Context: an optimization exercise on an open-source flow, tuned for small area and a short achievable clock period. The choices shown serve that exercise and are no tape-out recipe.
Where RTL was checked, it was by simulation tests only, not by an equivalence proof against the original.
For run 1, only the layout was checked, not whether the RTL still works.
No activity file was given, so power comes from the tool's default toggle rates.

## flow/design.v (module list and top-level ports; edited modules follow where they fit)
// module FloatingPointMultiplierSingle: 998 lines
module FloatingPointMultiplierSingle (clk,reset,en,inputA,inputB,result, OF);
  // ...
==> flow/flow/run.sh <==
#!/bin/bash
# Standard ORFS layout with two changes: Yosys's generic ABC pass before
# full-adder extraction is skipped (SYNTH_ARGS=-noabc), so the hand-written
# adder tree maps to full-adder cells without extra inverters; and the port
# buffers are buf_4 cells instead of the default delay-buffer choice.
# Registers are unchanged. ORFS writes each tool's log under orfs/logs.
set -euo pipefail
bash standard.sh SYNTH_ARGS=-noabc "BUFFER_PORTS_ARGS=-buffer_cell sky130_fd_sc_hd__buf_4" finish > standard.log 2>&1
==> flow/standard.sh <==
#!/bin/bash
# synth_recipe.tcl (not shown) runs the flow's synth.tcl, then flattens the netlist and writes it again
# the make line also repeats each setting of config.mk as NAME=value (left out here)
make -C /OpenROAD-flow-scripts/flow DESIGN_CONFIG=/design/flow/config.mk WORK_HOME=/design/flow/orfs CLKGATE_MAP_FILE= SYNTH_SCRIPT=/design/flow/synth_recipe.tcl "${@:-finish}"
==> flow/config.mk <==
export PLATFORM = sky130hd
export DESIGN_NAME = FloatingPointMultiplierSingle
export DESIGN_NICKNAME = FloatingPointMultiplierSingle
export VERILOG_FILES = /design/flow/design.v
export SDC_FILE = /design/flow/constraint.sdc
export NUM_CORES = 4
export LEC_CHECK = 0
export CAP_MARGIN = 20
export CORE_MARGIN = 2
export CORE_UTILIZATION = 45
export SETUP_SLACK_MARGIN = 4.5
export SLEW_MARGIN = 20
export TNS_END_PERCENT = 100
==> flow/constraint.sdc <==
create_clock -name core_clock -period 11.0 [get_ports {clk}]
set_input_delay 2.2000 -clock core_clock [delete_from_list [all_inputs] [get_ports {clk}]]
set_output_delay 2.2000 -clock core_clock [all_outputs]
set_load 0.01 [all_outputs]
==> reports/qor.yml, run 1 <==
status: "complete, no violations"
end_kind: "flop"
yosys.area_share.simple_pct: 8.75
setup.worst_path.start: "inputB[5]"
wl_met2_mm: 29.0
drt-met1-wl_mm: 25.6
drc: 0
rr_worst_depth: 19
power_leakage_nw: 7.90
htree_levels: 3
grt_max_degree: 53
clk_latency_ns: 0.38
worst-path-stages: 15
gr-usage-all-layers_pct: 27.5
tns_ns: 0
ys_top_cells_by_count: "xnor2_1, fa_1, a22oi_1"
syn2layout_area_growth_pct: 6.27
clock-sinks: 111
gp_congestion: 0.884
hold_depth: 2
cts_hold_buf: 0
power_leader: "combinational cells"
r2r_slack_ns: 5.42
ys_warn_count: 1
stdcell_area_mm2: 0.0210
min_period_over_period_pct: 57.6
syn_avg_cell_area_um2: 9.58
cp.arrival_ns: 6.48
antenna_found_initial: 0
ys_ff_latch: 111
post-route-util_pct: 48.6
routed_via_density: 6.18
synth-edff-count: 76
fin_hold_ws_ns: 0.469
==> run 2, diff against run 1 <==
--- a/flow/design.v
+++ b/flow/design.v
@@ -963,32 +963,29 @@
 wire nan = (zf & inf) | (~a_mz & a_ef) | (~b_mz & b_ef);
 wire [1:0] cls = nan ? 2'b10 : zf ? 2'b00 : inf ? 2'b01 : 2'b11;
 reg [31:0] q_row0, q_row1;
 reg q_cK, q_sticky, q_sign, q_of0, q_of1;
 reg [7:0] q_e0;
 reg [1:0] q_cls;
 always @(posedge clk) begin
   if (reset) begin
-    q_sign <= 1'b0; q_cls <= 2'b00;
+    q_row0 <= 0; q_row1 <= 0; q_cK <= 1'b0; q_sticky <= 1'b0; q_sign <= 1'b0;
+    q_of0 <= 1'b0; q_of1 <= 1'b0; q_e0 <= 8'd0; q_cls <= 2'b00;
   end else if (en) begin
-    q_sign <= A[31] ^ B[31]; q_cls <= cls;
-  end
-end
-always @(posedge clk) begin
-  if (en) begin
     q_row0 <= row0; q_row1 <= row1; q_cK <= cK; q_sticky <= sticky;
-    q_of0 <= e0[8]; q_of1 <= e1[8]; q_e0 <= e0[7:0];
+    q_sign <= A[31] ^ B[31];
+    q_of0 <= e0[8]; q_of1 <= e1[8]; q_e0 <= e0[7:0]; q_cls <= cls;
   end
 end
 wire [31:0] P = q_row0 + q_row1 + q_cK;   
 wire n = P[31];
-wire [22:0] m_sel = n ? P[30:8] : P[29:7];
-wire m_inc = n ? (P[7] & q_sticky) : P[6];
-wire [22:0] mant = m_sel + m_inc;
+wire [22:0] m_hi = P[30:8] + (P[7] & q_sticky);
+wire [22:0] m_lo = P[29:7] + P[6];
+wire [22:0] mant = n ? m_hi : m_lo;
 wire [7:0] expo = q_e0 + n;
 wire normal = q_cls == 2'b11;
 assign OF = normal & (n ? q_of1 : q_of0);
 wire [31:0] O;
 assign O[31] = q_sign;
 assign O[30:23] = normal ? expo : (q_cls == 2'b00 ? 8'h00 : 8'hff);
 assign O[22:0] = normal ? mant : (q_cls == 2'b10 ? 23'h7fffff : 23'h0);
 always @(posedge clk) begin
==> flow/flow/run.sh (replaced) <==
#!/bin/bash
# Standard ORFS layout, except that Yosys's generic ABC pass before full-adder
# extraction is skipped (SYNTH_ARGS=-noabc), so the hand-written adder tree is
# mapped to full-adder cells without extra inverters. Registers are unchanged.
set -euo pipefail
bash standard.sh SYNTH_ARGS=-noabc finish > standard.log 2>&1
==> flow/config.mk (replaced) <==
export PLATFORM = sky130hd
export DESIGN_NAME = FloatingPointMultiplierSingle
export DESIGN_NICKNAME = FloatingPointMultiplierSingle
export VERILOG_FILES = /design/flow/design.v
export SDC_FILE = /design/flow/constraint.sdc
export NUM_CORES = 4
export LEC_CHECK = 0
export CAP_MARGIN = 20
export CORE_MARGIN = 2
export CORE_UTILIZATION = 45
export SETUP_SLACK_MARGIN = 4
export SLEW_MARGIN = 20
export TNS_END_PERCENT = 100
==> run 2 against run 1 <==
Hold slack worse by 0.023 ns. Synthesized cell count is 8.5% higher. Maximum frequency decreased by 7.4%. Total power shrank 23%. Final area up 4.0%.
==> reports/qor.yml, run 2 <==
initial_core_util_pct: 45.5  # was 45.7%
min-delay-start: "result[10]"  # was result[24]
rr_worst_depth: 16  # was 19
num_rows: 77  # was 76
gr-total-overflow: 0  # unchanged
grt_max_degree: 68  # was 53
critPathRequiredTime_ns: 11.26  # was 11.14 ns
clockBufferDepth: 2  # unchanged
synth.area.top_cells: "fa_1, xnor2_1, dfxtp_1"  # was fa_1, xnor2_1, edfxtp_1
yosys.area.top_type: "fa_1"  # unchanged
dr.pass1.iters: 6  # unchanged
diodes: 0  # unchanged
netlist_area_mm2: 0.0201  # was 0.0197 mm^2
cts_made_buffers: 9  # unchanged
hold_violations: 0  # unchanged
cts_tree: "yes"  # unchanged
synth_nets: 2685  # was 2508
drt_wl_total_mm: 63.4  # was 61.6 mm
cp.arrival_ns: 7.10  # was 6.48 ns
htree_levels: 3  # unchanged
ys_top_cells_by_count: "xnor2_1, fa_1, a22oi_1"  # unchanged
rsz0062_at_grt: "yes"  # was no
ys_ff_latch: 111  # unchanged
peakVddDrop_mv: 0.149  # was 0.145 mV
die_area_mm2: 0.0465  # was 0.0455 mm^2
syn_inst: 2235  # was 2060
crit_path_start_kind: "input port"  # unchanged
regToRegEndpoint: "result[20]"  # was result[12]
most-common-layout-cells: "xnor2_1, fa_1, a22oi_1, a21oi_1, ha_1"  # unchanged
r2r_slack_ns: 6.37  # was 5.42 ns
ys_warn_count: 1  # unchanged
cts.clk_slew.worst_paths_ns: 0.09  # about the same
stdcell_area_mm2: 0.0218  # was 0.0210 mm^2
first_iter_violations: 1397  # was 1462
fin_crit_ns: 6.84  # was 6.34 ns
gr-usage-all-layers_pct: 27.1  # was 27.5%
reg.largest.list: "q_row0 x32, q_row1 x32, result x32"  # unchanged
clock-sinks: 111  # unchanged
fin_hold_ws_ns: 0.446  # was 0.469 ns
synth-edff-count: 0  # was 76
setup_violations: 0  # unchanged
dpl-instance-area_mm2: 0.0214  # was 0.0206 mm^2
pre_cts_slack_ns: 3.37  # was 3.83 ns
p_total_mw: 5.26  # was 6.83 mW
first_global_vias: 17400  # was 16700
min_period_over_period_pct: 62.2  # was 57.6%
syn2layout_area_growth_pct: 8.30  # was 6.27%
syn_avg_cell_area_um2: 9.01  # was 9.58 um^2
fp.dieH_um: 216  # was 213 um
instances_no_fill: 2790  # was 2597
ys.flop_type: "dfxtp_1"  # was edfxtp_1
ctsRootBufferMaster: "clkbuf_16"  # unchanged
power_leakage_nw: 8.46  # was 7.90 nW
clk_latency_ns: 0.40  # was 0.38 ns
ys_types: 79  # was 89
portBuffers: 99  # unchanged
synth_most_common_cell: "xnor2_1"  # unchanged
drive_gt1_share_pct: 5.05  # was 9.59%
end_kind: "flop"  # unchanged
reg2reg_from: "q_row0[0]"  # was q_row0[16]
drc: 0  # unchanged
num_vias: 17000  # was 16100
fp.dieW_um: 216  # was 213 um
tightest_slew_ns: 1.01  # was 0.916 ns
slew_headroom_pct: 32.6  # was 38.7%
async_flop_share_pct: 0  # unchanged
final_common_cell: "xnor2_1"  # unchanged
yosysTopAreaCellShare_pct: 25.2  # was 25.7%
maxSlewViolCount: 0  # unchanged
worst_slack_ns: 4.16  # was 4.66 ns
cap_violations: 0  # unchanged
final_nets: 2643  # was 2455
clock_skew_ns: 0.0217  # was 0.0139 ns
post_cts_buffers: 0  # unchanged
p_per_area_mw_per_mm2: 241  # was 326 mW/mm^2
max_freq_mhz: 146  # was 158 MHz
post-route-util_pct: 49.3  # was 48.6%
coreArea_mm2: 0.0442  # was 0.0432 mm^2
grt_first_pass_wirelength_mm: 98.8  # was 95.6 mm
yosysSeqAreaShare_pct: 11.0  # was 15.1%
dp.final_hpwl_mm: 45.6  # was 43.1 mm
path_class: "in -> reg"  # unchanged
antenna_found_initial: 0  # unchanged
hold_depth: 2  # unchanged
wl_per_cell_um: 22.7  # was 23.7 um
antenna_left: 0  # unchanged
tns_ns: 0  # unchanged
status: "complete, no violations"  # unchanged
ios: 100  # unchanged
dp_cells: 2774  # was 2581
routed_via_density: 6.10  # was 6.18
worstPathMaxFanout: 25  # was 24
hold_path_end: "result[10]"  # was result[24]
hold_class: "reg -> reg"  # unchanged
gp_congestion: 0.908  # was 0.884
==> run 2: cell types whose count changed after synthesis, moves of 9 or more <==
cell	delta
xnor2_1	+13
o211ai_1	+13
nand2_1	-17
buf_1	+17
nand4_1	+9
nand2b_1	+12
dfxtp_1	+76
edfxtp_1	-76
mux2i_1	+66
xor2_1	-10
nor2_1	+58
buf_2	-12
==> run 2: critical path: stages <==
cell and delay, ns:
clkdlybuf4s50_1 0.58, ha_4 0.24, nand2b_1 0.22, inv_4 0.42
xnor2_1 0.18, fa_1 0.43, fa_1 0.40, fa_1 0.56
fa_1 0.42, ha_1 0.29, ha_1 0.29, a21o_1 0.18
a21oi_1 0.21, nand3b_1 0.12, a311oi_2 0.26, nor3_1 0.08
==> run 2: cells by family after synthesis <==
group / count (synthesis) / synth area share [%]
AND/OR/NAND/NOR: 424 / 10.7
adder cells (fa/ha/maj): 383 / 33.2
multiplexers: 84 / 4.18
buffers and inverters: 304 / 5.96
XOR/XNOR: 358 / 15.6
AO/OA/AOI/OAI: 571 / 19.3
flip-flops: 111 / 11.0
==> run 2: power by group <==
part	internal [mW]	total (mW)	switching, mW	leakage (nW)
Clock	0.166	0.361	0.196	0.153
Sequential	0.501	0.548	0.0472	0.912
Combinational	1.99	4.35	2.37	7.39
Total	2.65	5.26	2.61	8.46
==> run 2: routing by layer <==
metal	share of wire, %	GRT usage (%)	up-vias
met1	43	36.8	8400
met3	7.3	4.27	133
met2	45	42.9	746
met5	0	0	-
li1	-	-	7753
met4	3.9	12.0	0
==> run 2: how the worst max path moves through the flow <==
stage                end  depth (start not counted)      start
floorplan           q_cK                         17  inputB[1]
global placement    q_cK                         15  inputB[7]
detailed placement  q_cK                         15  inputB[5]
CTS                 q_cK                         15  inputB[9]
global route        q_cK                         16  inputB[5]
finish              q_cK                         16  inputB[5]
==> run 2: layout make-up <==
class | count | area [um^2]
timing repair buffer | 147 | 1350
inverter | 104 | 413
fill | 4177 | 22400
multi-input combinational | 1820 | 16800
clock inverter | 7 | 88.8
sequential | 111 | 2220
tap | 592 | 741
clock buffer | 9 | 225
==> run 2: what timing repair did <==
action                                  4_1_cts  5_1_grt
hold endpoints to repair                      0        0
endpoints found under the setup margin        3       13
gates resized for setup                      11       15
hold buffers                                  0        0

[separate check: timing with driven ports]
Ports are ideal in the flow. The routed layouts listed here were re-timed in OpenROAD.
Step 1 (the two cells are an assumption about what drives the block):
set clk [get_ports {clk}]
set_driving_cell -lib_cell sky130_fd_sc_hd__clkbuf_16 $clk
set_driving_cell -lib_cell sky130_fd_sc_hd__buf_2 [delete_from_list [all_inputs] $clk]
Step 2 times the ports against the registers' clock, not the clock port: input delays grow and output delays shrink by t, the midpoint of the rising clock arrivals with the driver on.
a / b / c = ideal ports / drivers / drivers and shift; a / b = the first two.
run	shift t [ns]	setup WS [ns]	worst slew at a driven data input, ns
run 1	0.414	4.663 / 4.690 / 4.276	0.06
run 2	0.440	4.160 / 4.188 / 3.748	0.05
After both steps setup and hold are still met in every run listed. The setup slack of run 2, which loses most, moves by +0.028 ns with the drivers and by -0.412 ns with both steps.
